Background: an optimization exercise with open tools, aiming at small area and a short achievable clock period. Do not read the settings as production practice.
Only simulation tests tie the RTL to the original design; equivalence was not proved.

==> flow/design.v, too long to show whole: its modules and the start of the top module <==
// module fp_add: 86 lines
// module fp_unpack: 26 lines
// module fp_mulr: 38 lines
// module mul18: 1648 lines
// module fa_cell: 6 lines
// module mlt_cplx: 28 lines
module mlt_cplx(in1, in2, op, clock);
  // ...
==> flow/flow/run.sh <==
#!/bin/bash
# The standard layout, with the port buffers made of plain buffers and the
# timing repair aiming for extra setup slack.
export BUFFER_PORTS_ARGS="-buffer_cell sky130_fd_sc_hd__buf_4"
export SETUP_SLACK_MARGIN=17
bash standard.sh > standard.log 2>&1
==> flow/standard.sh <==
#!/bin/bash
# synth_recipe.tcl (not shown) runs the flow's synth.tcl, then flattens the netlist and writes it again
# the make line also repeats each setting of config.mk as NAME=value (left out here)
make -C /OpenROAD-flow-scripts/flow DESIGN_CONFIG=/design/flow/config.mk WORK_HOME=/design/flow/orfs CLKGATE_MAP_FILE= SYNTH_SCRIPT=/design/flow/synth_recipe.tcl "${@:-finish}"
==> flow/config.mk <==
export PLATFORM = sky130hd
export DESIGN_NAME = mlt_cplx
export DESIGN_NICKNAME = mlt_cplx
export VERILOG_FILES = /design/flow/design.v
export SDC_FILE = /design/flow/constraint.sdc
export NUM_CORES = 8
export LEC_CHECK = 0
export ABC_AREA = 1
export CAP_MARGIN = 20
export CORE_MARGIN = 2
export CORE_UTILIZATION = 40
export GPL_TIMING_DRIVEN = 0
export SLEW_MARGIN = 20
export SYNTH_HIERARCHICAL = 1
==> flow/constraint.sdc <==
create_clock -name core_clock -period 35.0 [get_ports {clock}]
set_input_delay 7.0000 -clock core_clock [delete_from_list [all_inputs] [get_ports {clock}]]
set_output_delay 7.0000 -clock core_clock [all_outputs]
set_load 0.01 [all_outputs]
==> results.toml, run 1 <==
[finish]
layout_common_cells = "3446 x nand2_1, 1348 x nand3_1, 1112 x fa_1, 1069 x inv_1, 627 x nor2_1"
multi_input_area_sq_um = 62200
diodes = 10
seqCellArea_sq_um = 1920
final-clk-cell-share_pct = 0.414
nonClockInverterCount = 1200
final_common_cell = "nand2_1"
comb.multi_input.count = 8777
area_growth_pct = 7.91

[global_routing]
grt_pass1_wl_um = 404000
grt_pass1_vias = 70710
use_met1_pct = 38.4
grt_start_max_net_pins = 22

[clock_tree]
cts-hold-fix-buffers = 0
post-cts-setup-buffers = 3

[placement]
dp_slack_ps = 16650
port_buffers = 144
gp_congestion = 1.01
dp_hpwl_um = 220000
dp_cells = 13078

[sta]
final_max_slew_viol_count = 0
tightest_slew_ps = 1110
setup_tns_ps = 0

[setup_path]
cp_num_cells = 65
critical-path-top-delay-family = "simple AND/OR/NAND/NOR gates"
crit_end = "p_ri[16]$_DFF_P_"
worst_path_most_repeated_cell = "nand2_1"

[detailed_routing]
drt-met1-wl_um = 112000
drtIter0Drc = 6200

[outcome]
status = "timing/DRC/antenna clean"

[die]
die-area_sq_um = 181000
tap_cells = 2340

[hold_path]
min_to = "p_ii[23]$_DFF_P_"
holdPathStages = 3
==> run 2, diff against run 1 <==
==> flow/flow/run.sh (replaced) <==
#!/bin/bash
# Layout flow for this design.
#  1. Synthesis: the standard flow's own synthesis script (ORFS synth.tcl, hierarchical
#     as set in config.mk), changed so that only the full adders of the
#     multiplier arrays (module fa_cell) are mapped to adder cells; the rest
#     of the logic is flattened just before ABC, which maps it in one piece
#     with flow/abc.script.  Yosys's early "abc -fast" pass is skipped so
#     that the adders stay as written.  Registers are untouched, so they keep
#     the names and cell types of the standard synthesis.
#  2. Floorplan to finish: the standard steps (standard.sh).
# Each tool's output goes to a log file of its own in this folder.
set -o pipefail
W=$(pwd)
S=$FLOW_HOME/scripts

# synthesis script
sed -e "s|^source \$::env(SCRIPTS_DIR)/synth_preamble.tcl\$|&\nset abc_args [list -script $W/flow/abc.script {*}\$lib_args {*}\$lib_dont_use_args -constr \$::env(OBJECTS_DIR)/abc.constr]|" \
    -e "s|^\(  *\)extract_fa {\*}\[dont_use_extract_fa_args\]\$|\1extract_fa {*}[dont_use_extract_fa_args] fa_cell|" \
    -e "s|^\(  *\)log_cmd abc {\*}\$abc_args\$|\1setattr -mod -unset keep_hierarchy\n\1flatten\n\1hierarchy -top \$::env(DESIGN_NAME)\n\1opt_clean -purge\n&|" \
    $S/synth.tcl > my_synth.tcl
sed -e "s|yosys synth -nofsm -noshare|yosys synth -nofsm -noshare -noabc|" \
    -e "s|^source \$::env(SCRIPTS_DIR)/synth.tcl\$|source $W/my_synth.tcl|" \
    synth_recipe.tcl > my_synth_recipe.tcl
diff $S/synth.tcl my_synth.tcl > my_synth.diff
diff synth_recipe.tcl my_synth_recipe.tcl > my_synth_recipe.diff

# the standard make command, for the synthesis target with the script above
MK=$(grep '^make ' standard.sh | sed -e "s|SYNTH_SCRIPT=[^ ]*|SYNTH_SCRIPT=$W/my_synth_recipe.tcl|" -e 's|"\${@:-finish}"|synth|')
eval "$MK" > synth.log 2>&1 || exit 1

# floorplan to finish
bash standard.sh > standard.log 2>&1
==> flow/flow/abc.script (new file) <==
strash
dch
map -B 0.9
topo
stime -c
buffer -c
upsize -c
dnsize -c
--- a/flow/config.mk
+++ b/flow/config.mk
@@ -6,9 +6,7 @@
 export NUM_CORES = 8
 export LEC_CHECK = 0
-export ABC_AREA = 1
 export CAP_MARGIN = 20
 export CORE_MARGIN = 2
 export CORE_UTILIZATION = 40
-export GPL_TIMING_DRIVEN = 0
 export SLEW_MARGIN = 20
 export SYNTH_HIERARCHICAL = 1
==> run 2 against run 1 <==
Wire length decreased by 1.6%. Synthesized cell count decreased by 4.5%. Global-route usage increased by 2.9 points. Highest routed layer unchanged. Critical path depth decreased by 13.
==> results.toml, run 2 <==
[placement]
dp_hpwl_um = 203000
port_buffers = 144
dp_slack_ps = 14320
post_dp_cell_area_sq_um = 66900
dp_cells = 12036
gp_congestion = 0.989

[synth]
yosysTopAreaCell = "fa_1"
ys_types = 79
ys_warn_count = 11
syn_avg_cell_area_sq_um = 6.31
synth_edf_count = 0
yosysSeqAreaShare_pct = 3.03
synth_area_sq_um = 63500
yosys-top-cells-count = "3508 x nand2_1, 1226 x nand3_1, 1088 x fa_1"
ys_ff_latch = 96
yosys_most_used_dff = "dfxtp_1"
synth_top_cell_area_share_pct = 34.3
async_flop_share_pct = 0
synthTopCellsByArea = "fa_1 34%, nand2_1 21%, nand3_1 9.7%"
synth.most_common_cell = "nand2_1"
synthCells = 10059

[setup_path]
crit_path_end_kind = "flip-flop"
worstPathMaxFanout = 36
cp_slowest_cell = "nor2_1"
cp-startpoint = "in2[20]"
cp.arrival_ps = 20700
critical-path-top-delay-family = "simple AND/OR/NAND/NOR gates"
worst_path_most_repeated_cell = "nand2_1"
start_kind = "input port"
crit_buf_inv = 9
worstPathRequired_ps = 35250
cp_slowest_stage_delay_ps = 960
crit_type = "input port to flip-flop"

[detailed_routing]
drtIter0Drc = 6469
drt-pass1-iter-count = 9
wl_met3_um = 19300
via_count = 67492
drc = 0
met2WireLength_um = 114000
final_antenna_net_count = 0
via_per_inst = 5.60
drt_wl_total_um = 255000
top_layer = "met5"
drt-met1-wl_um = 110000
wl_per_cell_um = 21.2

[sta]
setup_tns_ps = 0
min_period_over_period_pct = 58.4
tightest_slew_ps = 1250
hold_viol = 0
fin_crit_ps = 20450
slew_headroom_pct = 15.5
final_max_slew_viol_count = 0
final-setup-viol-count = 0
max_clock_freq_mhz = 48.9
setup_ws_ps = 14550
grt_setup_unrepaired = "no"

[finish]
utilization_pct = 42.6
layout_common_cells = "3508 x nand2_1, 1226 x nand3_1, 1088 x fa_1, 1003 x inv_1, 916 x nor2_1"
seqCellArea_sq_um = 1920
instances_no_fill = 12059
nNetsFinal = 11160
multi_input_area_sq_um = 56000
final_layout_size_suffix_gt1_share_pct = 5.13
fill_cells = 16847
final_common_cell = "nand2_1"
area_growth_pct = 6.05
stdcell_area_sq_um = 67300

[global_routing]
antenna_found_initial = 9
grt_pass1_wl_um = 392000
track_usage_pct = 31.1
grt-ovfl-total = 0
grt_pass1_vias = 65745
grt_start_max_net_pins = 72

[die]
die_h_um = 402
start_util_pct = 40.2
die-area_sq_um = 162000
die_w_um = 402
core_sq_um = 158000
ios = 145
row_count = 146

[outcome]
status = "timing/DRC/antenna clean"

[clock_tree]
cts-htree-levels = 3
cts_resized = 0
post-cts-setup-buffers = 0
cts.sinks = 96
cts-hold-fix-buffers = 0
cts_root_buf = "clkbuf_16"
cts_tree = "built"
clockBufferDepth = 2
cts_buffers = 9
path_clk_slew_ps = 70

[hold_path]
hp-class = "input port to flip-flop"
min_to = "p_rr[23]$_DFF_P_"
holdPathStages = 3
hold_start = "in2[47]"

[flow_run]
drv_cap = 0
==> run 2: how the worst max path moves through the flow <==
stage / end / cells past startpoint
after floorplan: p_rr[22]$_DFF_P_ / 61
after global placement: p_ri[22]$_DFF_P_ / 54
after detailed placement: p_ri[22]$_DFF_P_ / 54
after CTS: p_ri[22]$_DFF_P_ / 54
after global routing: p_rr[22]$_DFF_P_ / 54
final: p_ri[22]$_DFF_P_ / 52
==> run 2: metrics by stage <==
stage | hold WS [ps]
floorplan | 7150
detailed placement | 7810
finish | 7390
global placement | 7800
global route | 7410
CTS | 7390
==> run 2: per-layer routing <==
| layer | GRT usage (%) | vias up |
|---|---|---|
| li1 | - | 31398 |
| met1 | 42.7 | 32789 |
| met2 | 49.2 | 2801 |
| met3 | 4.11 | 502 |
| met4 | 13.3 | 2 |
| met5 | 0 | - |
==> run 2: kinds of logic (layout without fill, tap and decap cells) <==
family          after synthesis  in the layout  synth area share (%)
buf+inv                    1535           1389                  9.57
compound gates              886            886                  8.02
simple gates               6236           6236                  42.0
mux                           5              5                0.0789
fa+ha+maj                  1095           1095                  34.4
other cells                   1             75               0.00591
xor+xnor                    205            205                  2.83
flops                        96             96                  3.03
==> run 2: layout make-up <==
class                      count  area share (%)
antenna                        7          0.0260
clock buffer                   9           0.335
clock inverter                 7           0.175
inverter                    1126            6.28
multi-input combinational   8495            83.2
sequential                    96            2.86
tap                         2072            3.85
timing repair buffer         247            3.29
==> run 3, diff against run 2 <==
--- a/flow/flow/run.sh
+++ b/flow/flow/run.sh
@@ -29,4 +29,7 @@
 eval "$MK" > synth.log 2>&1 || exit 1
 
-# floorplan to finish
+# floorplan to finish: port buffers of plain buffers, and the timing repair
+# aiming for extra setup slack (the clock and constraints are unchanged)
+export BUFFER_PORTS_ARGS="-buffer_cell sky130_fd_sc_hd__buf_4"
+export SETUP_SLACK_MARGIN=$(cat flow/margin.txt)
 bash standard.sh > standard.log 2>&1
==> flow/flow/margin.txt (new file) <==
19
==> run 3 against run 2 <==
Still clean on timing, DRC and antenna. Sequential share of layout area down 0.48 points. Wire length up 13%. Synthesized area did not move. First-iteration DRC count is 14% higher. Cell area rose by 21%. Critical endpoint is now p_ii[20]$_DFF_P_.
==> results.toml, run 3 <==
[outcome]
status = "timing/DRC/antenna clean"

[flow_run]
drv_cap = 0

[finish]
stdcell_area_sq_um = 81300
area_growth_pct = 28.1
layout_common_cells = "3264 x nand2_1, 1069 x nand3_1, 915 x inv_1, 882 x fa_1, 742 x buf_4"
nNetsFinal = 11908
final_common_cell = "nand2_1"
multi_input_area_sq_um = 62100
fill_cells = 15565
final_layout_size_suffix_gt1_share_pct = 24.5
seqCellArea_sq_um = 1930

[die]
core_sq_um = 158000
die_w_um = 402
row_count = 146
die-area_sq_um = 162000
start_util_pct = 40.2
die_h_um = 402
ios = 145

[sta]
final_max_slew_viol_count = 0
tightest_slew_ps = 1300
final-setup-viol-count = 0
slew_headroom_pct = 13.0
max_clock_freq_mhz = 60.9
min_period_over_period_pct = 46.9
grt_setup_unrepaired = "yes"
fin_crit_ps = 16420
hold_viol = 0
setup_tns_ps = 0

[setup_path]
crit_buf_inv = 14
cp_slowest_stage_delay_ps = 590
cp_slowest_cell = "fa_2"
cp.arrival_ps = 16710
start_kind = "input port"
worstPathRequired_ps = 35290
crit_type = "input port to flip-flop"
worstPathMaxFanout = 19
critical-path-top-delay-family = "adder cells"
crit_path_end_kind = "flip-flop"
worst_path_most_repeated_cell = "buf_4"

[synth]
async_flop_share_pct = 0
yosys_most_used_dff = "dfxtp_1"
ys_types = 79
yosysSeqAreaShare_pct = 3.03
ys_warn_count = 11
yosysTopAreaCell = "fa_1"
synthTopCellsByArea = "fa_1 34%, nand2_1 21%, nand3_1 9.7%"
synth_edf_count = 0
syn_avg_cell_area_sq_um = 6.31
synth_top_cell_area_share_pct = 34.3
synth_area_sq_um = 63500
yosys-top-cells-count = "3508 x nand2_1, 1226 x nand3_1, 1088 x fa_1"
synth.most_common_cell = "nand2_1"
ys_ff_latch = 96
synthCells = 10059

[global_routing]
antenna_found_initial = 12
grt_pass1_wl_um = 425000
grt-ovfl-total = 0
grt_start_max_net_pins = 71
grt_pass1_vias = 70790
track_usage_pct = 34.0

[detailed_routing]
drt_wl_total_um = 289000
drtIter0Drc = 7377
final_antenna_net_count = 0
via_per_inst = 5.73
drc = 0
via_count = 73388
drt-pass1-iter-count = 8
wl_per_cell_um = 22.6

[clock_tree]
cts-htree-levels = 3
cts_tree = "built"
cts_root_buf = "clkbuf_16"
clockBufferDepth = 2
cts.sinks = 96
path_clk_slew_ps = 70
cts_buffers = 9

[placement]
port_buffers = 144
gp_congestion = 0.971
post_dp_cell_area_sq_um = 66600
dp_hpwl_um = 200000

[hold_path]
hp-class = "input port to flip-flop"
-- run 3: cell counts after synthesis --
No cell type changed its count.
-- run 3: per-layer routing --
metal  vias to the layer above  share of wire (%)  GRT usage, %
li1                      33060                  -             -
met1                     35362                 39          44.2
met2                      3943                 43          52.1
met3                      1007                 11          8.07
met4                        16                7.1          18.8
met5                         -               0.11             0
-- run 3: through the flow --
| step | worst slack [ps] | utilization, % | hold WS (ps) | std cells |
|---|---|---|---|---|
| 6_report | 18580 | 51.4 | 6890 | 12805 |
| 3_5_place_dp | 15430 | 42.1 | 7280 | 12032 |
| 3_3_place_gp | 15540 | 42.1 | 7280 | 12032 |
| 4_1_cts | 18890 | 48.1 | 6860 | 12551 |
| 2_1_floorplan | 19000 | - | 7150 | 10126 |
| 5_1_grt | 18190 | 51.4 | 6920 | 12803 |
-- run 3: final timing paths --
check	slack [ps]	start	to	cells past startpoint
worst min-delay path	6890	in1[23]	p_ir[23]$_DFF_P_	3
worst max-delay path	18580	in1[19]	p_ii[20]$_DFF_P_	48
-- run 3: logic make-up after synthesis --
logic type,share of synthesized area (%)
AND/OR/NAND/NOR,42.0
buffers and inverters,9.57
adder cells (fa/ha/maj),34.4
AO/OA/AOI/OAI,8.02
XOR/XNOR,2.83
flip-flops,3.03
multiplexers,0.0789
other,0.00591
-- run 3: area by class of cell --
type                       instances  area share (%)
multi-input combinational       8530            76.5
timing repair buffer             947            11.8
inverter                        1126            5.64
tap                             2072            3.19
sequential                        96            2.38
clock buffer                       9           0.277
timing repair inverter            13           0.131
clock inverter                     7          0.0754
antenna                            5          0.0154
-- run 3: timing repair --
action / 4_1_cts / 5_1_grt
setup endpoints to repair: 138 / 138
buffers inserted: 432 / 222
cloned: 71 / 25
hold buffers: 0 / 0
pin swaps: 372 / 466
gates resized for setup: 1231 / 824
==> run 4, diff against run 3 <==
==> flow/flow/abc.script (replaced) <==
strash
dch
map -D 7000
topo
stime -c
buffer -c
upsize -c
dnsize -c
==> flow/flow/margin.txt (replaced) <==
17
==> run 4 against run 3 <==
Still clean. Global-route usage down 4.1 points. Cell count down 12%.
==> results.toml, run 4 <==
[setup_path]
crit_path_end_kind = "flip-flop"
start_kind = "input port"
crit_type = "input port to flip-flop"
cp_slowest_stage_delay_ps = 550
worstPathMaxFanout = 9
cp_slowest_cell = "fa_1"
worst_path_most_repeated_cell = "nand2_1"
cp.arrival_ps = 19080
worstPathRequired_ps = 35250

[clock_tree]
cts.sinks = 96
path_clk_slew_ps = 70
cts_tree = "built"
cts_root_buf = "clkbuf_16"
clockBufferDepth = 2
cts-htree-levels = 3
cts-hold-fix-buffers = 0
cts_buffers = 9

[synth]
synth_area_sq_um = 59200
synthCells = 8856
synth_edf_count = 0
synth.most_common_cell = "nand2_1"
ys_warn_count = 11
syn_avg_cell_area_sq_um = 6.69
yosys-top-cells-count = "2580 x nand2_1, 1245 x nor2_1, 1088 x fa_1"
yosys_most_used_dff = "dfxtp_1"
ys_types = 105
async_flop_share_pct = 0
ys_ff_latch = 96
yosysSeqAreaShare_pct = 3.25
yosysTopAreaCell = "fa_1"
synth_top_cell_area_share_pct = 36.8
synthTopCellsByArea = "fa_1 37%, nand2_1 16%, nor2_1 7.9%"

[die]
start_util_pct = 40.2
row_count = 141
die_h_um = 389
die-area_sq_um = 151000
ios = 145
die_w_um = 389
core_sq_um = 147000

[detailed_routing]
final_antenna_net_count = 0
via_count = 62808
wl_per_cell_um = 21.4
via_per_inst = 5.59
drc = 0
drt_wl_total_um = 241000
drtIter0Drc = 5539
drt-pass1-iter-count = 9

[sta]
min_period_over_period_pct = 53.8
fin_crit_ps = 18830
grt_setup_unrepaired = "yes"
hold_viol = 0
max_clock_freq_mhz = 53.1
setup_tns_ps = 0
slew_headroom_pct = 12.9
final_max_slew_viol_count = 0
final-setup-viol-count = 0
tightest_slew_ps = 1290

[finish]
nNetsFinal = 10490
final_common_cell = "nand2_1"
stdcell_area_sq_um = 71800
area_growth_pct = 21.2
layout_common_cells = "2492 x nand2_1, 1088 x nor2_1, 995 x fa_1, 893 x inv_1, 603 x buf_4"
seqCellArea_sq_um = 1920
multi_input_area_sq_um = 55800
final_layout_size_suffix_gt1_share_pct = 18.6
fill_cells = 14499

[placement]
port_buffers = 144
gp_congestion = 0.979
post_dp_cell_area_sq_um = 62700
dp_hpwl_um = 171000

[global_routing]
antenna_found_initial = 2
grt-ovfl-total = 0
grt_pass1_vias = 61012
grt_pass1_wl_um = 354000
grt_start_max_net_pins = 67
track_usage_pct = 29.9

[flow_run]
drv_cap = 0

[hold_path]
hp-class = "input port to flip-flop"

[outcome]
status = "timing/DRC/antenna clean"
run 4: changes by cell type after synthesis, moves of 47 or more:
cell     change
a21oi_1    +163
a31oi_1     +52
buf_1       +47
inv_1       -71
mux2i_1     +48
nand2_1    -928
nand3_1   -1062
nor2_1     +311
nor3_1      +65
o21ai_0    +106
o21ai_1     +69
xor2_1      +57
run 4: cell type report:
| cell class | instances | share of cell area (%) |
|---|---|---|
| multi-input combinational | 7437 | 77.8 |
| clock inverter | 6 | 0.160 |
| sequential | 96 | 2.68 |
| clock buffer | 9 | 0.314 |
| inverter | 1006 | 5.61 |
| timing repair inverter | 8 | 0.0750 |
| tap | 1930 | 3.36 |
| antenna | 2 | 0.00697 |
| timing repair buffer | 747 | 10.0 |
run 4: cells by family (layout without fill, tap and decap cells):
logic type | Yosys count | in the layout | synth area share [%]
XOR/XNOR | 281 | 281 | 4.25
other | 1 | 70 | 0.00633
AND/OR/NAND/NOR | 4543 | 4554 | 31.7
adder cells (fa/ha/maj) | 1092 | 1092 | 36.9
buffers and inverters | 1405 | 1776 | 9.43
multiplexers | 54 | 54 | 0.934
AO/OA/AOI/OAI | 1384 | 1388 | 13.6
flip-flops | 96 | 96 | 3.25
run 4: path summary, 6_finish.rpt:
path	startpoint	end	slack, ps	cells past startpoint
setup / recovery	in2[25]	p_rr[20]$_DFF_P_	16170	76
hold / removal	in1[23]	p_ir[23]$_DFF_P_	6890	3
run 4: per-layer routing:
| layer | wire (um) | track usage, % | vias up |
|---|---|---|---|
| li1 | - | - | 28744 |
| met5 | 0 | 0 | - |
| met2 | 112000 | 50.3 | 2889 |
| met4 | 14800 | 13.2 | 0 |
| met3 | 20300 | 4.92 | 665 |
| met1 | 93800 | 37.9 | 30510 |
run 4: what timing repair did:
action	4_1_cts	5_1_grt
pin swaps	212	264
cloned	35	25
resized for setup	544	529
endpoints found under the setup margin	138	138
buffers inserted	270	197
run 4: per-stage QoR:
step	hold slack (ps)	worst slack (ps)	util, %	std cells
after detailed placement	7270	13340	42.6	10697
after global routing	6910	15460	48.7	11241
after global placement	7280	13540	42.6	10697
after floorplan	7150	16900	-	8923
after CTS	6890	16180	46.0	11017
final	6890	16170	48.7	11241
run 4: critical path, delay by kind of cell:
kind	cells	cell delay [ps]
compound gates	21	2710
xor+xnor	2	300
fa+ha+maj	6	2910
buf+inv	13	1360
mux	1	230
simple gates	33	4550
==> run 5, diff against run 4 <==
==> flow/flow/abc.script (replaced) <==
strash
dch
map -B 0.9
topo
stime -c
buffer -c
upsize -c
dnsize -c
==> run 5 against run 4 <==
Still clean on timing, DRC and antenna. Global-route usage grew 0.71 points. Non-clock buffer count shrank 451. Maximum frequency up 8.3%. Sequential share of layout area is 0.13 points higher. Die area grew 7.1%. Critical path type unchanged. Largest cell class unchanged. Highest routed layer is now met5.
==> results.toml, run 5 <==
[synth]
syn_avg_cell_area_sq_um = 6.31
synth-simple-area-share_pct = 42.0
synth_area_sq_um = 63500
yosysSeqAreaShare_pct = 3.03
yosys.area_share.adder_pct = 34.4
ys_ff_latch = 96
synth_top_family_by_area = "simple AND/OR/NAND/NOR gates"
synth_compound_area_share_pct = 8.02
yosysTopAreaCell = "fa_1"
synthCells = 10059
muxShareOfSynthArea_pct = 0.0789
yosys-top-cells-count = "3508 x nand2_1, 1226 x nand3_1, 1088 x fa_1"
async_flop_share_pct = 0
ys_warn_count = 11
synth-xor-area-share_pct = 2.83
synth_edf_count = 0
ys_types = 79
synth_top_cell_area_share_pct = 34.3
synth.most_common_cell = "nand2_1"
synthTopCellsByArea = "fa_1 34%, nand2_1 21%, nand3_1 9.7%"
yosys_most_used_dff = "dfxtp_1"

[sta]
tightest_slew_ps = 1150
grt_setup_unrepaired = "no"
hold_ws_ps = 6980
final_max_slew_viol_count = 0
max_clock_freq_mhz = 57.5
final-setup-viol-count = 0
setup_tns_ps = 0
slew_headroom_pct = 22.3
min_period_over_period_pct = 49.7
hold_viol = 0
fin_crit_ps = 17390

[global_routing]
grt_pass1_vias = 65447
grt-ovfl-total = 0
grt_pass1_wl_um = 388000
grt_start_max_net_pins = 72
track_usage_pct = 30.7
antenna_found_initial = 6

[clock_tree]
path_clk_slew_ps = 70
cts-hold-fix-buffers = 0
cts_buffers = 9
cts-htree-levels = 3
clockBufferDepth = 2
cts_root_buf = "clkbuf_16"
cts_tree = "built"
cts.sinks = 96

[setup_path]
critical-path-top-delay-family = "simple AND/OR/NAND/NOR gates"
crit_type = "input port to flip-flop"
crit_buf_inv = 13
crit_path_end_kind = "flip-flop"
cp_slowest_stage_delay_ps = 580
cp.arrival_ps = 17710
worstPathRequired_ps = 35320
cp_slowest_cell = "fa_1"
worst_path_most_repeated_cell = "nand2_1"
start_kind = "input port"
worstPathMaxFanout = 27

[detailed_routing]
via_per_inst = 5.61
final_antenna_net_count = 0
drtIter0Drc = 6296
drt-pass1-iter-count = 7
drc = 0
via_count = 67862
wl_per_cell_um = 20.8
drt_wl_total_um = 252000

[die]
row_count = 146
die_h_um = 402
ios = 145
core_sq_um = 158000
die_w_um = 402
die-area_sq_um = 162000
start_util_pct = 40.2

[finish]
layout_common_cells = "3483 x nand2_1, 1225 x nand3_1, 1087 x fa_1, 997 x inv_1, 881 x nor2_1"
final_common_cell = "nand2_1"
area_growth_pct = 7.72
final_layout_size_suffix_gt1_share_pct = 8.37
nNetsFinal = 11213

[flow_run]
drv_cap = 0

[outcome]
status = "timing/DRC/antenna clean"

[placement]
port_buffers = 144
dp_hpwl_um = 199000
gp_congestion = 1.01

[hold_path]
hp-class = "input port to flip-flop"
==> run 5: changes by cell type after synthesis, moves of 52 or more <==
cell and change:
nand2_1 +928, nand3_1 +1062, o21ai_1 -69, a21oi_1 -163, o21ai_0 -106, xor2_1 -57
inv_1 +71, nor2_1 -311, a31oi_1 -52, nor3_1 -65
==> run 5: through the flow <==
stage	cell area [sq um]	setup WS [ps]	utilization (%)	instances
2_1_floorplan	63700	18250	-	10126
3_3_place_gp	66600	14540	42.1	12035
3_5_place_dp	66600	14970	42.1	12035
4_1_cts	67300	17010	42.6	12065
5_1_grt	68300	16910	43.3	12105
6_report	68300	17610	43.3	12106
==> run 5: cells by family (layout without fill, tap and decap cells) <==
| logic type | after synthesis | after routing |
|---|---|---|
| XOR/XNOR | 205 | 205 |
| buffers and inverters | 1535 | 1438 |
| multiplexers | 5 | 5 |
| AND/OR/NAND/NOR | 6236 | 6240 |
| AO/OA/AOI/OAI | 886 | 886 |
| adder cells (fa/ha/maj) | 1095 | 1095 |
| other | 1 | 69 |
| flip-flops | 96 | 96 |
==> run 5: timing repair <==
action | in CTS | in global routing
buffers inserted | 14 | 34
pin swaps | 5 | 27
gates cloned | 0 | 6
endpoints found under the hold margin | 0 | 0
setup endpoints to repair | 92 | 111
gates resized for setup | 91 | 233
==> run 5: layout make-up <==
class	count	area (sq um)
fill	16823	89700
timing repair buffer	296	2500
sequential	96	1920
tap	2072	2590
multi-input combinational	8499	56700
clock buffer	10	239
inverter	1126	4320
clock inverter	6	90.1
antenna	1	2.50
==> run 5: metal layers <==
layer | vias to the layer above | track usage (%) | part of all wire (%)
met3 | 475 | 4.97 | 8.4
met1 | 32922 | 41.8 | 43
met4 | 6 | 12.6 | 4.8
met2 | 2923 | 48.3 | 44
met5 | - | 0 | 0.017
li1 | 31536 | - | -
==> run 5: worst paths after layout <==
kind	cells past startpoint	slack, ps	from	to
min	3	6980	in2[47]	p_rr[23]$_DFF_P_
max	54	17610	in1[19]	p_ii[12]$_DFF_P_
==> run 5: worst min-delay path, stage by stage <==
cell and delay (ps):
buf_4 90, xnor2_1 110, nor2_1 120
==> run 6, diff against run 5 <==
--- a/flow/flow/run.sh
+++ b/flow/flow/run.sh
@@ -4,7 +4,8 @@
 #     as set in config.mk), changed so that only the full adders of the
 #     multiplier arrays (module fa_cell) are mapped to adder cells; the rest
-#     of the logic is flattened just before ABC, which maps it in one piece
-#     with flow/abc.script.  Yosys's early "abc -fast" pass is skipped so
-#     that the adders stay as written.  Registers are untouched, so they keep
+#     of the logic, except the multiplier arrays (module mul18), is
+#     flattened just before ABC, which maps it with flow/abc.script.
+#     Yosys's early "abc -fast" pass is skipped so that the adders stay as
+#     written.  Registers are untouched, so they keep
 #     the names and cell types of the standard synthesis.
 #  2. Floorplan to finish: the standard steps (standard.sh).
@@ -17,5 +18,5 @@
 sed -e "s|^source \$::env(SCRIPTS_DIR)/synth_preamble.tcl\$|&\nset abc_args [list -script $W/flow/abc.script {*}\$lib_args {*}\$lib_dont_use_args -constr \$::env(OBJECTS_DIR)/abc.constr]|" \
     -e "s|^\(  *\)extract_fa {\*}\[dont_use_extract_fa_args\]\$|\1extract_fa {*}[dont_use_extract_fa_args] fa_cell|" \
-    -e "s|^\(  *\)log_cmd abc {\*}\$abc_args\$|\1setattr -mod -unset keep_hierarchy\n\1flatten\n\1hierarchy -top \$::env(DESIGN_NAME)\n\1opt_clean -purge\n&|" \
+    -e "s|^\(  *\)log_cmd abc {\*}\$abc_args\$|\1setattr -mod -unset keep_hierarchy\n\1setattr -mod -set keep_hierarchy 1 mul18\n\1flatten\n\1hierarchy -top \$::env(DESIGN_NAME)\n\1opt_clean -purge\n&|" \
     $S/synth.tcl > my_synth.tcl
 sed -e "s|yosys synth -nofsm -noshare|yosys synth -nofsm -noshare -noabc|" \
==> flow/flow/margin.txt (replaced) <==
16.5
==> run 6 against run 5 <==
Still clean on timing, DRC and antenna. Wire length decreased by 6.3%. First-iteration DRC count decreased by 9.5%. Critical path depth decreased by 2. Cell area increased by 1.4%. Synthesized cell count increased by 2.2%. Hold slack improved by 10 ps. Clock-buffer cell count unchanged. Via count decreased by 1.4%. Cell count increased by 1.9%. Critical endpoint is now p_ir[15]$_DFF_P_. Highest routed layer unchanged.
==> results.toml, run 6 <==
[setup_path]
critical-path-top-delay-family = "simple AND/OR/NAND/NOR gates"
crit_path_end_kind = "flip-flop"
worstPathRequired_ps = 35290
start_kind = "input port"
worstPathMaxFanout = 21
cp_slowest_cell = "o21ai_4"
cp_slowest_stage_delay_ps = 820
cp.arrival_ps = 18110
crit_buf_inv = 11
crit_type = "input port to flip-flop"

[clock_tree]
cts.sinks = 96
cts_buffers = 9
path_clk_slew_ps = 70
cts-htree-levels = 3
cts_root_buf = "clkbuf_16"
clockBufferDepth = 2
cts-hold-fix-buffers = 0
cts_tree = "built"

[placement]
gp_congestion = 1.02
port_buffers = 144
dp_slack_ps = 15710
dp_hpwl_um = 187000

[detailed_routing]
drt_wl_total_um = 236000
wl_per_cell_um = 19.2
top_layer = "met5"
drtIter0Drc = 5697
wl_met3_um = 19300
via_count = 66936
drt-met1-wl_um = 102000
final_antenna_net_count = 0
via_per_inst = 5.42
met2WireLength_um = 108000
drc = 0
drt-pass1-iter-count = 6

[die]
die-area_sq_um = 167000
start_util_pct = 40.2
row_count = 148
core_sq_um = 163000
die_h_um = 408
ios = 145
die_w_um = 408

[global_routing]
grt_start_max_net_pins = 74
antenna_found_initial = 6
grt-ovfl-total = 0
grt_pass1_wl_um = 372000
track_usage_pct = 28.0
grt_pass1_vias = 66165

[sta]
max_clock_freq_mhz = 56.1
min_period_over_period_pct = 50.9
fin_crit_ps = 17810
setup_ws_ps = 17190
setup_tns_ps = 0
hold_viol = 0
slew_headroom_pct = 24.9
hold_ws_ps = 6990
final_max_slew_viol_count = 0
grt_setup_unrepaired = "yes"
final-setup-viol-count = 0
tightest_slew_ps = 1130

[hold_path]
hp-class = "input port to flip-flop"

[finish]
seqCellArea_sq_um = 1920
final_layout_size_suffix_gt1_share_pct = 8.99
area_growth_pct = 5.93
diodes = 0
nNetsFinal = 11347
final_common_cell = "nand2_1"
fill_cells = 17332
layout_common_cells = "3618 x nand2_1, 1179 x inv_1, 1088 x fa_1, 852 x nor2_1, 830 x nand3_1"
multi_input_area_sq_um = 57300

[synth]
ys_warn_count = 11
synthCells = 10283
synth_area_sq_um = 65400
syn_avg_cell_area_sq_um = 6.36

[flow_run]
drv_cap = 0

[outcome]
status = "timing/DRC/antenna clean"
## run 6: final timing paths
path	slack, ps	end	cells past startpoint	start
max	17190	p_ir[15]$_DFF_P_	52	in2[43]
min	6990	p_ii[23]$_DFF_P_	3	in2[23]
## run 6: routing by layer
metal / up-vias / track usage (%)
met5: - / 0
met4: 4 / 8.61
met1: 32292 / 38.2
met3: 401 / 3.95
li1: 31588 / -
met2: 2651 / 45.9
## run 6: stage by stage
stage               cells  utilization (%)  area [sq um]
finish              12342             42.6         69300
global route        12342             42.6         69300
CTS                 12328             42.3         68800
detailed placement  12312             42.1         68500
global placement    12312             42.1         68500
floorplan           10347                -         65700
## run 6: worst min-delay path: stages
cell	delay, ps
buf_4	120
xnor2_1	90
nor2_1	110
## run 6: final cells by class
type                            count  share of cell area [%]
Multi-Input combinational cell   8496                    82.7
Inverter                         1302                    7.12
Tap cell                         2175                    3.93
Timing Repair Buffer              257                    3.06
Sequential cell                    96                    2.77
Clock buffer                       10                   0.330
Clock inverter                      6                  0.0993
## run 6: what timing repair did
item,4_1_cts,5_1_grt
pin swaps,0,6
buffers inserted,0,14
setup endpoints to repair,52,92
gates resized for setup,4,104
==> run 7, diff against run 6 <==
==> flow/flow/margin.txt (replaced) <==
17.5
==> run 7 against run 6 <==
Highest routed layer unchanged. Clock-buffer cell count stayed put. Critical path depth is 4 lower. Global-route usage is 0.060 points higher. Cell count is 1.1% higher. Cell area is 3.4% higher. Hold slack worse by 0.87 ps. Synthesized cell count stayed put.
==> results.toml, run 7 <==
[clock_tree]
clockBufferDepth = 2
cts_tree = "built"
cts_root_buf = "clkbuf_16"
cts-htree-levels = 3
cts-hold-fix-buffers = 0
path_clk_slew_ps = 70
cts.sinks = 96
cts_buffers = 9

[finish]
final_layout_size_suffix_gt1_share_pct = 11.4
final_common_cell = "nand2_1"
area_growth_pct = 9.52
multi_input_area_sq_um = 58000
seqCellArea_sq_um = 1920
nNetsFinal = 11483
diodes = 0
layout_common_cells = "3600 x nand2_1, 1169 x inv_1, 1083 x fa_1, 830 x nand3_1, 827 x nor2_1"
fill_cells = 17166
instances_no_fill = 12478

[setup_path]
start_kind = "input port"
cp_slowest_cell = "nor2_1"
crit_path_end_kind = "flip-flop"
crit_type = "input port to flip-flop"
cp_slowest_stage_delay_ps = 620
worstPathMaxFanout = 39
worstPathRequired_ps = 35240
cp.arrival_ps = 17210

[hold_path]
holdPathStages = 3
min_to = "p_ii[23]$_DFF_P_"
hold_start = "in2[23]"
hp-class = "input port to flip-flop"

[flow_run]
drv_cap = 0

[detailed_routing]
drt-pass1-iter-count = 8
final_antenna_net_count = 0
drt_wl_total_um = 246000
via_per_inst = 5.45
drtIter0Drc = 5741
drc = 0
wl_per_cell_um = 19.7
via_count = 67963

[synth]
synthCells = 10283
syn_avg_cell_area_sq_um = 6.36
ys_warn_count = 11
synth_area_sq_um = 65400

[die]
start_util_pct = 40.2
die-area_sq_um = 167000
core_sq_um = 163000
ios = 145
die_w_um = 408
row_count = 148
die_h_um = 408

[sta]
final_max_slew_viol_count = 0
setup_tns_ps = 0
grt_setup_unrepaired = "yes"
slew_headroom_pct = 19.9
tightest_slew_ps = 1200
max_clock_freq_mhz = 58.9
min_period_over_period_pct = 48.5
final-setup-viol-count = 0
fin_crit_ps = 16970
hold_viol = 0

[global_routing]
grt_pass1_vias = 66333
grt-ovfl-total = 0
antenna_found_initial = 7
track_usage_pct = 28.1
grt_start_max_net_pins = 74
grt_pass1_wl_um = 373000

[outcome]
status = "timing/DRC/antenna clean"

[placement]
dp_hpwl_um = 187000
dp_cells = 12312
gp_congestion = 1.02
port_buffers = 144
## run 7: cell count changes in the layout (fill, tap and decap cells not counted), moves of 20 or more
cell,previous run,this run
buf_4,227,305
clkbuf_16,9,29
o21ai_1,59,118
buf_12,7,28
o21ai_0,468,378
o21ai_2,29,59
nor2_1,852,827
## run 7: cell type report
type                       count  share of cell area (%)
clock buffer                  10                   0.320
inverter                    1302                    6.93
multi-input combinational   8503                    80.9
timing repair buffer         385                    5.22
sequential                    96                    2.68
tap                         2175                    3.80
clock inverter                 6                  0.0961
timing repair inverter         1                  0.0105
## run 7: through the flow
| step | utilization, % | hold WS, ps | instance area, sq um | setup slack, ps |
|---|---|---|---|---|
| finish | 44.1 | 6990 | 71600 | 18030 |
| floorplan | - | 7150 | 65700 | 18410 |
| global route | 44.1 | 7030 | 71600 | 17320 |
| global placement | 42.1 | 7370 | 68500 | 15760 |
| detailed placement | 42.1 | 7380 | 68500 | 15710 |
| CTS | 42.6 | 6990 | 69300 | 17510 |
## run 7: worst max path at each step
stage | start | endpoint | slack [ps] | depth (start not counted)
2_1_floorplan | in1[25] | p_rr[10]$_DFF_P_ | 18410 | 58
3_3_place_gp | in1[1] | p_ii[22]$_DFF_P_ | 15760 | 57
3_5_place_dp | in1[1] | p_ir[15]$_DFF_P_ | 15710 | 54
4_1_cts | in2[1] | p_ii[0]$_DFF_P_ | 17510 | 56
5_1_grt | in1[25] | p_rr[14]$_DFF_P_ | 17320 | 61
6_report | in1[44] | p_rr[11]$_DFF_P_ | 18030 | 48
## run 7: critical path: cells and delay by family
family	cells	cell delay (ps)
and+or+nand+nor	25	4470
adders and majority gates	6	2890
buffers and inverters	11	1940
AOI/OAI and AO/OA	6	830
## run 7: repair_timing
action	in CTS	in global routing
gates cloned	0	29
pin swaps	7	46
resized for setup	99	336
buffers inserted	15	105
endpoints found under the setup margin	92	108
## run 7: metal layers
metal	share of wire [%]	GRT usage (%)	vias up
li1	-	-	31875
met1	42	37.9	32810
met2	45	45.9	2776
met3	9.1	4.47	496
met4	4.0	8.81	6
met5	0.015	0	-
==> run 8, diff against run 7 <==
==> flow/flow/abc.script (replaced) <==
strash
dch
map -B 0.9
topo
stime -c
==> flow/flow/margin.txt (replaced) <==
17
==> run 8 against run 7 <==
Still clean on timing, DRC and antenna. Clock-buffer cell count fell by 1. Die area down 6.0%. Setup slack got worse by 300 ps. Synthesized cell count is 4.4% lower. First-iteration DRC count down 6.0%. Cell count is 1.5% lower. Maximum frequency decreased by 1.8%. Critical endpoint is now p_ri[8]$_DFF_P_. Largest cell class unchanged.
==> results.toml, run 8 <==
[sta]
setup_ws_ps = 17730
setup_tns_ps = 0
tightest_slew_ps = 1080
grt_setup_unrepaired = "no"
final-setup-viol-count = 0
fin_crit_ps = 17270
min_period_over_period_pct = 49.3
final_max_slew_viol_count = 0
max_clock_freq_mhz = 57.9
hold_viol = 0
slew_headroom_pct = 27.6

[die]
ios = 145
row_count = 143
die-area_sq_um = 157000
die_w_um = 396
start_util_pct = 40.4
die_h_um = 396
core_sq_um = 152000

[clock_tree]
cts_tree = "built"
cts_root_buf = "clkbuf_16"
cts-hold-fix-buffers = 0
cts-htree-levels = 3
cts.sinks = 96
clockBufferDepth = 2
cts_buffers = 9
path_clk_slew_ps = 70

[setup_path]
cp_slowest_cell = "fa_1"
cp-startpoint = "in2[1]"
crit_type = "input port to flip-flop"
cp_slowest_stage_delay_ps = 580
worst_path_most_repeated_cell = "nand2_1"
worstPathMaxFanout = 27
crit_path_end_kind = "flip-flop"
worstPathRequired_ps = 35280
cp.arrival_ps = 17560
start_kind = "input port"

[outcome]
status = "timing/DRC/antenna clean"

[synth]
synth_area_sq_um = 61500
synthCells = 9834
syn_avg_cell_area_sq_um = 6.25
ys_warn_count = 11

[finish]
nNetsFinal = 11431
stdcell_area_sq_um = 69200
final_common_cell = "nand2_1"
final_layout_size_suffix_gt1_share_pct = 6.77
layout_common_cells = "3728 x nand2_1, 1253 x clkinv_1, 1087 x fa_1, 942 x nor2_1, 884 x nand3_1"
area_growth_pct = 12.6

[detailed_routing]
drt_wl_total_um = 243000
wl_per_cell_um = 19.7
via_count = 67431
drc = 0
drtIter0Drc = 5395
via_per_inst = 5.49
drt-pass1-iter-count = 8
final_antenna_net_count = 0

[placement]
port_buffers = 144
gp_congestion = 0.994
dp_hpwl_um = 186000
dp_slack_ps = 14800
post_dp_cell_area_sq_um = 66600

[global_routing]
grt-ovfl-total = 0
track_usage_pct = 30.0
antenna_found_initial = 5
grt_pass1_vias = 66095
grt_start_max_net_pins = 61
grt_pass1_wl_um = 373000

[hold_path]
hold_start = "in1[23]"
hp-class = "input port to flip-flop"

[flow_run]
drv_cap = 0
## run 8: critical path, delay by kind of cell
kind | cells | cell delay (ps)
AND/OR/NAND/NOR | 27 | 3310
multiplexers | 1 | 310
AO/OA/AOI/OAI | 15 | 2720
buffers and inverters | 8 | 1180
adder cells (fa/ha/maj) | 6 | 2870
XOR/XNOR | 1 | 90
## run 8: per-stage QoR
stage                     instances  hold slack [ps]  util [%]
final                         12286             7000      45.4
after global routing          12286             6990      45.4
after CTS                     12205             6990      44.3
after detailed placement      12174             7390      43.7
after global placement        12174             7400      43.7
after floorplan                9898             7150         -
## run 8: final timing paths
kind | to | slack (ps) | depth (start not counted)
setup / recovery | p_ri[8]$_DFF_P_ | 17730 | 58
hold / removal | p_ir[23]$_DFF_P_ | 7000 | 3
## run 8: final cells by class
cell class | count | area [sq um]
timing repair buffer | 332 | 3220
clock buffer | 9 | 225
clock inverter | 7 | 98.8
multi-input combinational | 8503 | 56200
sequential | 96 | 1920
fill | 16235 | 83100
antenna | 5 | 12.5
tap | 2030 | 2540
timing repair inverter | 2 | 11.3
inverter | 1302 | 4980
## run 8: repair_timing
action | 4_1_cts | 5_1_grt
gates cloned | 3 | 18
pin swaps | 8 | 21
buffers inserted | 12 | 58
resized for setup | 125 | 324
setup endpoints to repair | 138 | 138
## run 8: routing by layer
layer	track usage [%]	vias up	wire length, um
met5	0	-	10
met4	10.5	2	11200
met3	5.25	471	19100
met2	50.8	2527	113000
met1	38.5	32491	99000
li1	-	31940	-
==> run 9, diff against run 8 <==
==> flow/flow/abc.script (replaced) <==
strash
dch
map -B 0.9
topo
stime -c
buffer -c
==> run 9 against run 8 <==
Cell count grew 1.4%. Setup slack lost 240 ps. Synthesized area grew 10%. Wire length shrank 1.8%. Largest cell class unchanged. Utilization shrank 4.1 points. First-iteration DRC count shrank 0.32%. Still clean on timing, DRC and antenna. Flip-flop and latch count is the same. Critical path depth shrank 1. Sequential share of layout area is essentially flat. Maximum frequency shrank 1.4%.
==> results.toml, run 9 <==
[outcome]
status = "timing/DRC/antenna clean"

[die]
row_count = 150
start_util_pct = 40.4
ios = 145
die_h_um = 415
core_sq_um = 168000
die-area_sq_um = 172000
die_w_um = 415

[detailed_routing]
drtIter0Drc = 5378
wl_per_cell_um = 19.1
via_per_inst = 5.38
via_count = 67043
final_antenna_net_count = 0
drt-pass1-iter-count = 6
drc = 0
drt_wl_total_um = 238000

[finish]
area_growth_pct = 2.42
fill_cells = 17869
instances_no_fill = 12462
final_layout_size_suffix_gt1_share_pct = 6.85
nNetsFinal = 11434
layout_common_cells = "3712 x nand2_1, 1257 x inv_1, 1086 x fa_1, 948 x nor2_1, 884 x nand3_1"
final_common_cell = "nand2_1"

[global_routing]
busiest_layer = "met2"
use_met1_pct = 34.0
grt-ovfl-total = 0
grt_pass1_vias = 65760
grt_pass1_wl_um = 368000
use_met2_pct = 44.5
grt_start_max_net_pins = 73
track_usage_pct = 26.7
use_met3_pct = 3.43
antenna_found_initial = 4

[placement]
port_buffers = 144
dp_hpwl_um = 186000
dp_cells = 12347
gp_congestion = 1.01

[setup_path]
crit_type = "input port to flip-flop"
worst_path_most_repeated_cell = "nand2_1"
start_kind = "input port"
worstPathRequired_ps = 35250
cp.arrival_ps = 17770
cp_slowest_stage_delay_ps = 550
cp_slowest_cell = "fa_1"
worstPathMaxFanout = 23
crit_path_end_kind = "flip-flop"

[clock_tree]
path_clk_slew_ps = 70
cts-htree-levels = 3
cts.sinks = 96
clockBufferDepth = 2
cts_buffers = 9
cts_root_buf = "clkbuf_16"
cts_tree = "built"
cts-hold-fix-buffers = 0

[hold_path]
min_to = "p_ii[23]$_DFF_P_"
hold_start = "in2[23]"
hp-class = "input port to flip-flop"
holdPathStages = 3

[synth]
synth_area_sq_um = 67700
syn_avg_cell_area_sq_um = 6.58
ys_warn_count = 11
synthCells = 10283

[sta]
final_max_slew_viol_count = 0
hold_viol = 0
slew_headroom_pct = 21.2
hold_ws_ps = 7020
setup_tns_ps = 0
grt_setup_unrepaired = "yes"
final-setup-viol-count = 0
fin_crit_ps = 17520
min_period_over_period_pct = 50.0
tightest_slew_ps = 1180
max_clock_freq_mhz = 57.1

[flow_run]
drv_cap = 0
-- run 9: cell type report --
type	instances	area, sq um	share of cell area (%)
multi-input combinational	8503	56300	81.2
timing repair buffer	332	3030	4.37
antenna	4	10.0	0.0144
clock buffer	10	239	0.345
clock inverter	6	57.6	0.0830
sequential	96	1920	2.77
tap	2204	2760	3.98
timing repair inverter	5	35.0	0.0505
inverter	1302	4960	7.15
-- run 9: what timing repair did --
action	4_1_cts	5_1_grt
pin swaps	13	29
setup buffers	27	50
resized for setup	97	290
setup endpoints to repair	132	138
gates cloned	3	15
-- run 9: layer usage --
layer,part of all wire (%),vias to the layer above
li1,-,31786
met1,41,32251
met2,46,2487
met3,6.7,519
met4,6.1,0
met5,0,-
-- run 9: worst max-delay path by stage --
stage          cells past startpoint  startpoint                to
5_1_grt                           57      in1[1]  p_ii[11]$_DFF_P_
4_1_cts                           57     in2[25]  p_rr[16]$_DFF_P_
3_5_place_dp                      55      in1[1]   p_ir[7]$_DFF_P_
3_3_place_gp                      55      in1[1]  p_ir[15]$_DFF_P_
2_1_floorplan                     58     in2[25]   p_ir[4]$_DFF_P_
6_report                          57      in1[1]  p_ii[15]$_DFF_P_
-- run 9: worst max-delay path: cells and delay by family --
| kind | cells | cell delay [ps] |
|---|---|---|
| and+or+nand+nor | 24 | 3340 |
| AOI/OAI and AO/OA | 14 | 2420 |
| buffers and inverters | 12 | 1790 |
| adders and majority gates | 6 | 2990 |
| xor gates and xnor gates | 1 | 170 |
-- run 9: metrics by stage --
stage,setup WS (ps),cell area [sq um],util [%]
2_1_floorplan,18280,67900,-
3_3_place_gp,14610,66800,39.9
3_5_place_dp,14490,66900,39.9
4_1_cts,17010,67800,40.4
5_1_grt,16720,69300,41.4
6_report,17480,69300,41.4
==> run 10, diff against run 9 <==
==> flow/flow/abc.script (replaced) <==
strash
dch
amap
topo
stime -c
buffer -c
upsize -c
dnsize -c
==> run 10 against run 9 <==
Highest routed layer is now met5. Maximum frequency shrank 13%. Non-clock buffer count is 1100 higher. Cell count shrank 16%. Sequential share of layout area fell by 0.27 points. Critical endpoint is now p_ri[4]$_DFF_P_. Via count decreased by 2.0%. Utilization is 15 points higher. First-iteration DRC count rose by 38%. Still clean on timing, DRC and antenna. Critical path depth rose by 18. Setup slack worse by 2700 ps.
==> results.toml, run 10 <==
[sta]
final-setup-viol-count = 0
final_max_slew_viol_count = 0
min_period_over_period_pct = 57.7
setup_ws_ps = 14810
fin_crit_ps = 20190
tightest_slew_ps = 1330
grt_setup_unrepaired = "yes"
hold_viol = 0
slew_headroom_pct = 11.2
setup_tns_ps = 0
max_clock_freq_mhz = 49.5

[setup_path]
worst_path_most_repeated_cell = "nor2_4"
cp_slowest_cell = "fa_1"
crit_path_end_kind = "flip-flop"
crit_type = "input port to flip-flop"
worstPathRequired_ps = 35250
start_kind = "input port"
cp.arrival_ps = 20440
cp_slowest_stage_delay_ps = 620
worstPathMaxFanout = 17

[global_routing]
grt_start_max_net_pins = 61
antenna_found_initial = 20
grt_pass1_wl_um = 377000
track_usage_pct = 34.4
grt-ovfl-total = 0
grt_pass1_vias = 64127

[flow_run]
drv_cap = 0

[synth]
ys_warn_count = 11
syn_avg_cell_area_sq_um = 7.34
synthCells = 7543
synth_area_sq_um = 55400

[die]
die-area_sq_um = 141000
core_sq_um = 137000
ios = 145
die_h_um = 376
row_count = 136
start_util_pct = 40.3
die_w_um = 376

[placement]
gp_congestion = 0.942
port_buffers = 144
dp_hpwl_um = 153000
dp_slack_ps = 11970

[finish]
final_common_cell = "nand2_1"
nNetsFinal = 9792
layout_common_cells = "1414 x nand2_1, 996 x buf_4, 827 x fa_1, 821 x nor2_1, 536 x inv_1"
final_layout_size_suffix_gt1_share_pct = 34.1
area_growth_pct = 40.4

[detailed_routing]
wl_per_cell_um = 25.0
final_antenna_net_count = 0
drtIter0Drc = 7415
drt_wl_total_um = 260000
drc = 0
drt-pass1-iter-count = 10
via_per_inst = 6.31
via_count = 65696

[clock_tree]
cts-htree-levels = 3
clockBufferDepth = 2
cts.sinks = 96
path_clk_slew_ps = 80
cts_tree = "built"
cts_root_buf = "clkbuf_16"
cts_buffers = 9
cts-hold-fix-buffers = 0

[outcome]
status = "timing/DRC/antenna clean"

[hold_path]
hp-class = "input port to flip-flop"
## run 10: final cells by class
type / instances / area [sq um]
Fill cell: 11859 / 59800
Multi-Input combinational cell: 6394 / 56200
Timing Repair Buffer: 1432 / 14200
Inverter: 653 / 2670
Tap cell: 1794 / 2240
Sequential cell: 96 / 1940
Clock buffer: 11 / 243
Timing Repair inverter: 21 / 158
Clock inverter: 5 / 40.0
Antenna cell: 7 / 17.5
## run 10: layer usage
| metal | share of wire (%) | vias to the layer above | wire length (um) | track usage, % |
|---|---|---|---|---|
| li1 | - | 27964 | - | - |
| met5 | 0.071 | - | 186 | 0 |
| met4 | 6.4 | 26 | 16700 | 16.8 |
| met2 | 44 | 4294 | 115000 | 53.9 |
| met3 | 13 | 1197 | 33400 | 10.2 |
| met1 | 37 | 32215 | 95200 | 43.2 |
## run 10: path summary, 6_finish.rpt
path    start          endpoint  slack, ps  depth (start not counted)
min   in2[23]  p_ri[23]$_DFF_P_       6850                          2
max    in2[2]   p_ri[4]$_DFF_P_      14810                         75
## run 10: critical path: cells and delay by family
kind / cells / cell delay, ps
adder cells (fa/ha/maj): 6 / 3020
AND/OR/NAND/NOR: 31 / 4660
buffers and inverters: 21 / 2300
AO/OA/AOI/OAI: 17 / 3410
## run 10: through the flow
step	hold WS, ps	utilization, %	area, sq um	std cells
after floorplan	7100	-	57500	7607
after global placement	7230	43.5	59800	9189
after detailed placement	7230	43.5	59800	9189
after CTS	6850	53.1	73100	10154
after global routing	6860	56.5	77700	10408
final	6850	56.5	77700	10413
## run 10: repair_timing
item	in CTS	in global routing
pin swaps	421	450
endpoints found under the setup margin	138	139
gates cloned	81	8
buffers inserted	868	244
gates resized for setup	1095	632
==> run 11, diff against run 10 <==
==> flow/flow/abc.script (replaced) <==
strash
&get -n
&dch
&nf
&put
topo
stime -c
buffer -c
upsize -c
dnsize -c
==> run 11 against run 10 <==
Cell count down 3.6%. Flip-flop and latch count did not move. Critical path depth decreased by 21. Via count down 6.7%. Synthesized cell count about the same. Setup slack improved by 1400 ps. First-iteration DRC count shrank 20%. Largest cell class unchanged. Utilization fell by 5.6 points. Non-clock buffer count shrank 516.
==> results.toml, run 11 <==
[clock_tree]
cts.sinks = 96
cts_tree = "built"
path_clk_slew_ps = 70
cts-hold-fix-buffers = 0
clockBufferDepth = 2
cts_root_buf = "clkbuf_16"
cts-htree-levels = 3
cts_buffers = 9

[hold_path]
holdPathStages = 3
hp-class = "input port to flip-flop"

[setup_path]
cp_slowest_cell = "o31ai_2"
start_kind = "input port"
crit_type = "input port to flip-flop"
cp_slowest_stage_delay_ps = 850
worstPathMaxFanout = 13
crit_path_end_kind = "flip-flop"
worstPathRequired_ps = 35290
cp-startpoint = "in2[21]"
critical-path-top-delay-family = "simple AND/OR/NAND/NOR gates"
crit_end = "p_ii[1]$_DFF_P_"
worst_path_most_repeated_cell = "buf_4"
crit_buf_inv = 17
cp_num_cells = 54
cp.arrival_ps = 19060

[sta]
tightest_slew_ps = 1120
grt_setup_unrepaired = "yes"
fin_crit_ps = 18770
setup_tns_ps = 0
slew_headroom_pct = 25.1
max_clock_freq_mhz = 53.3
final-setup-viol-count = 0
final_max_slew_viol_count = 0
min_period_over_period_pct = 53.6
hold_viol = 0

[global_routing]
track_usage_pct = 31.8
grt-ovfl-total = 0
grt_pass1_wl_um = 372000
grt_start_max_net_pins = 40
antenna_found_initial = 11
grt_pass1_vias = 61318

[finish]
nNetsFinal = 9280
layout_common_cells = "1691 x nand2_1, 898 x fa_1, 699 x buf_4, 560 x nor2_1, 350 x a21oi_1"
instances_no_fill = 10040
fill_cells = 13624
final_layout_size_suffix_gt1_share_pct = 24.6
area_growth_pct = 26.6
final_common_cell = "nand2_1"

[die]
die_w_um = 389
core_sq_um = 147000
die-area_sq_um = 152000
die_h_um = 389
start_util_pct = 40.3
ios = 145
row_count = 141

[detailed_routing]
drt_wl_total_um = 249000
drc = 0
wl_per_cell_um = 24.8
final_antenna_net_count = 0
drtIter0Drc = 5936
via_count = 61307
drt-pass1-iter-count = 8
via_per_inst = 6.11

[placement]
dp_hpwl_um = 164000
gp_congestion = 0.991
port_buffers = 144
dp_cells = 9344

[synth]
synth_area_sq_um = 59400
ys_warn_count = 11
syn_avg_cell_area_sq_um = 7.88
synthCells = 7538

[flow_run]
drv_cap = 0

[outcome]
status = "timing/DRC/antenna clean"
## run 11: timing repair
item,CTS,global route
setup endpoints to repair,138,138
pin swaps,193,201
gates resized for setup,747,445
gates cloned,61,7
setup buffers,453,149
## run 11: routing by layer
layer	routed length, um	track usage [%]	share of wire (%)	vias up
li1	-	-	-	26641
met1	95500	40.4	38	30528
met2	111000	50.1	45	3365
met3	29300	9.90	12	763
met4	13000	12.8	5.2	10
met5	125	0	0.050	-
## run 11: metrics by stage
| stage | util, % | setup slack, ps | hold slack, ps | instance area (sq um) |
|---|---|---|---|---|
| after floorplan | - | 16850 | 7140 | 60300 |
| after global placement | 42.6 | 13860 | 7290 | 62900 |
| after detailed placement | 42.6 | 13800 | 7280 | 62900 |
| after CTS | 48.7 | 16600 | 6900 | 71800 |
| after global routing | 50.9 | 15790 | 6930 | 75100 |
| final | 51.0 | 16230 | 6900 | 75200 |
## run 11: how the worst min path moves through the flow
stage	slack [ps]	from	end
finish	6900	in2[47]	p_rr[23]$_DFF_P_
detailed placement	7280	in2[47]	p_rr[23]$_DFF_P_
CTS	6900	in2[47]	p_rr[23]$_DFF_P_
global route	6930	in2[47]	p_rr[23]$_DFF_P_
floorplan	7140	in2[23]	p_ii[23]$_DFF_P_
global placement	7290	in2[47]	p_rr[23]$_DFF_P_
## run 11: area by class of cell
cell class	instances	area, sq um	area share [%]
tap	1930	2410	3.21
multi-input combinational	6842	60000	79.9
antenna	10	25.0	0.0333
clock inverter	6	115	0.153
sequential	96	1940	2.58
timing repair buffer	916	9540	12.7
clock buffer	10	229	0.305
inverter	230	880	1.17
## run 11: tightest hold or removal path: cells and delay by family
kind / cells / cell delay, ps
xor+xnor: 1 / 60
buf+inv: 1 / 100
simple gates: 1 / 70
==> run 12, diff against run 11 <==
==> flow/flow/abc.script (replaced) <==
strash
dch
map -B 0.9
topo
stime -c
buffer -c
upsize -c
dnsize -c
==> run 12 against run 11 <==
Wire length fell by 3.9%. Non-clock buffer count is 628 lower. Sequential share of layout area grew 0.17 points. Cell count up 23%. Global-route usage fell by 3.7 points. Utilization is 7.9 points lower. Clock-buffer cell count is the same. Critical endpoint is now p_rr[11]$_DFF_P_. Highest routed layer unchanged. First-iteration DRC count down 1.2%.
==> results.toml, run 12 <==
[outcome]
status = "timing/DRC/antenna clean"

[placement]
dp_cells = 12312
gp_congestion = 1.02
dp_hpwl_um = 187000
port_buffers = 144
dp_slack_ps = 15710

[clock_tree]
cts-htree-levels = 3
cts_tree = "built"
clockBufferDepth = 2
path_clk_slew_ps = 70
cts.sinks = 96
cts_root_buf = "clkbuf_16"
cts_buffers = 9

[sta]
setup_tns_ps = 0
final-setup-viol-count = 0
slew_headroom_pct = 23.5
tightest_slew_ps = 1150
grt_setup_unrepaired = "no"
max_clock_freq_mhz = 57.9
fin_crit_ps = 17260
hold_viol = 0
setup_ws_ps = 17740
min_period_over_period_pct = 49.3
final_max_slew_viol_count = 0

[die]
core_sq_um = 163000
die_w_um = 408
row_count = 148
die_h_um = 408
ios = 145
die-area_sq_um = 167000
start_util_pct = 40.2

[hold_path]
hold_start = "in2[23]"
hp-class = "input port to flip-flop"

[detailed_routing]
drt_wl_total_um = 239000
final_antenna_net_count = 0
top_layer = "met5"
drtIter0Drc = 5866
wl_per_cell_um = 19.3
via_per_inst = 5.44
wl_met3_um = 20500
drt-met1-wl_um = 102000
via_count = 67370
drc = 0
met2WireLength_um = 108000
drt-pass1-iter-count = 6

[finish]
instances_no_fill = 12379
final_layout_size_suffix_gt1_share_pct = 9.50
final_common_cell = "nand2_1"
nNetsFinal = 11382
area_growth_pct = 6.91
fill_cells = 17281
layout_common_cells = "3617 x nand2_1, 1177 x inv_1, 1088 x fa_1, 847 x nor2_1, 830 x nand3_1"

[global_routing]
grt-ovfl-total = 0
grt_start_max_net_pins = 74
antenna_found_initial = 6
grt_pass1_wl_um = 372000
track_usage_pct = 28.0
grt_pass1_vias = 66192

[setup_path]
cp_slowest_stage_delay_ps = 540
crit_path_end_kind = "flip-flop"
cp-startpoint = "in1[25]"
start_kind = "input port"
cp.arrival_ps = 17540
cp_slowest_cell = "fa_1"
worstPathMaxFanout = 38
crit_end = "p_rr[11]$_DFF_P_"
crit_type = "input port to flip-flop"
worstPathRequired_ps = 35280
worst_path_most_repeated_cell = "nand2_1"

[flow_run]
drv_cap = 0

[synth]
ys_warn_count = 11
synth_area_sq_um = 65400
synthCells = 10283
syn_avg_cell_area_sq_um = 6.36
==> run 12: critical path, delay by kind of cell <==
| kind | cells | cell delay (ps) |
|---|---|---|
| AOI/OAI and AO/OA | 14 | 1850 |
| and+or+nand+nor | 29 | 4390 |
| adders and majority gates | 6 | 2970 |
| buffers and inverters | 10 | 1300 |
==> run 12: worst min path at each step <==
stage,end,slack (ps),cells past startpoint
final,p_ii[23]$_DFF_P_,6990,3
after global routing,p_ii[23]$_DFF_P_,7030,3
after CTS,p_ii[23]$_DFF_P_,6990,3
after detailed placement,p_ii[23]$_DFF_P_,7380,3
after global placement,p_ii[23]$_DFF_P_,7370,3
after floorplan,p_ii[23]$_DFF_P_,7150,2
==> run 12: final cells by class <==
| cell class | count | area, sq um | share of cell area, % |
|---|---|---|---|
| multi-input combinational | 8499 | 57500 | 82.2 |
| inverter | 1302 | 4950 | 7.08 |
| tap | 2175 | 2720 | 3.89 |
| timing repair buffer | 288 | 2550 | 3.65 |
| sequential | 96 | 1920 | 2.75 |
| clock buffer | 10 | 229 | 0.327 |
| clock inverter | 6 | 68.8 | 0.0984 |
| timing repair inverter | 1 | 7.51 | 0.0107 |
| antenna | 2 | 5.00 | 0.00716 |
==> run 12: repair_timing <==
action                                  in CTS  in global routing
pin swaps                                    2                 17
cloned                                       0                  8
setup buffers                                7                 34
hold buffers                                 0                  0
endpoints found under the setup margin      83                 92
gates resized for setup                     30                185
==> run 12: layer usage <==
metal | GRT usage [%] | vias up
met3 | 4.10 | 433
met2 | 45.8 | 2756
met5 | 0 | -
met1 | 38.2 | 32501
met4 | 8.76 | 4
li1 | - | 31676
==> run 12: through the flow <==
step	util [%]	area (sq um)	hold slack [ps]
floorplan	-	65700	7150
global placement	42.1	68500	7370
detailed placement	42.1	68500	7380
CTS	42.4	69000	6990
global route	43.0	69900	7030
finish	43.0	69900	6990

## re-timing with driven ports
How much do the figures lean on ideal ports? The routed layouts below were timed once more, with nothing changed but the port constraints. Step 1 sets driving cells, clkbuf_16 on the clock port and buf_2 on the other inputs (assumed; they add their load-dependent delay and slew). Step 2 also shifts input and output timing later by t, the mid clock arrival at the registers, as if the neighbouring blocks saw the same clock. Three values: ideal ports, drivers, drivers and shift; two values: the first two.
run | t, ns | slack for setup (ns) | worst setup path at the end
run 1 | 0.417 | 17.638 / 17.562 / 17.145 | input to register
run 2 | 0.462 | 14.553 / 14.590 / 14.128 | input to register
run 3 | 0.456 | 18.578 / 18.616 / 18.160 | input to register
run 4 | 0.418 | 16.170 / 16.128 / 15.710 | input to register
run 5 | 0.459 | 17.606 / 17.638 / 17.180 | input to register
run 6 | 0.424 | 17.187 / 17.215 / 16.790 | input to register
run 7 | 0.423 | 18.032 / 18.044 / 17.620 | input to register
run 8 | 0.439 | 17.728 / 17.642 / 17.204 | input to register
run 9 | 0.400 | 17.484 / 17.500 / 17.101 | input to register
run 10 | 0.419 | 14.808 / 14.807 / 14.388 | input to register
run 11 | 0.430 | 16.235 / 16.166 / 15.736 | input to register
run 12 | 0.425 | 17.740 / 17.752 / 17.327 | input to register
After both steps every run listed still meets setup and hold. The setup slack of run 8, which loses most, moves by -0.086 ns with the drivers and by -0.524 ns with both steps.
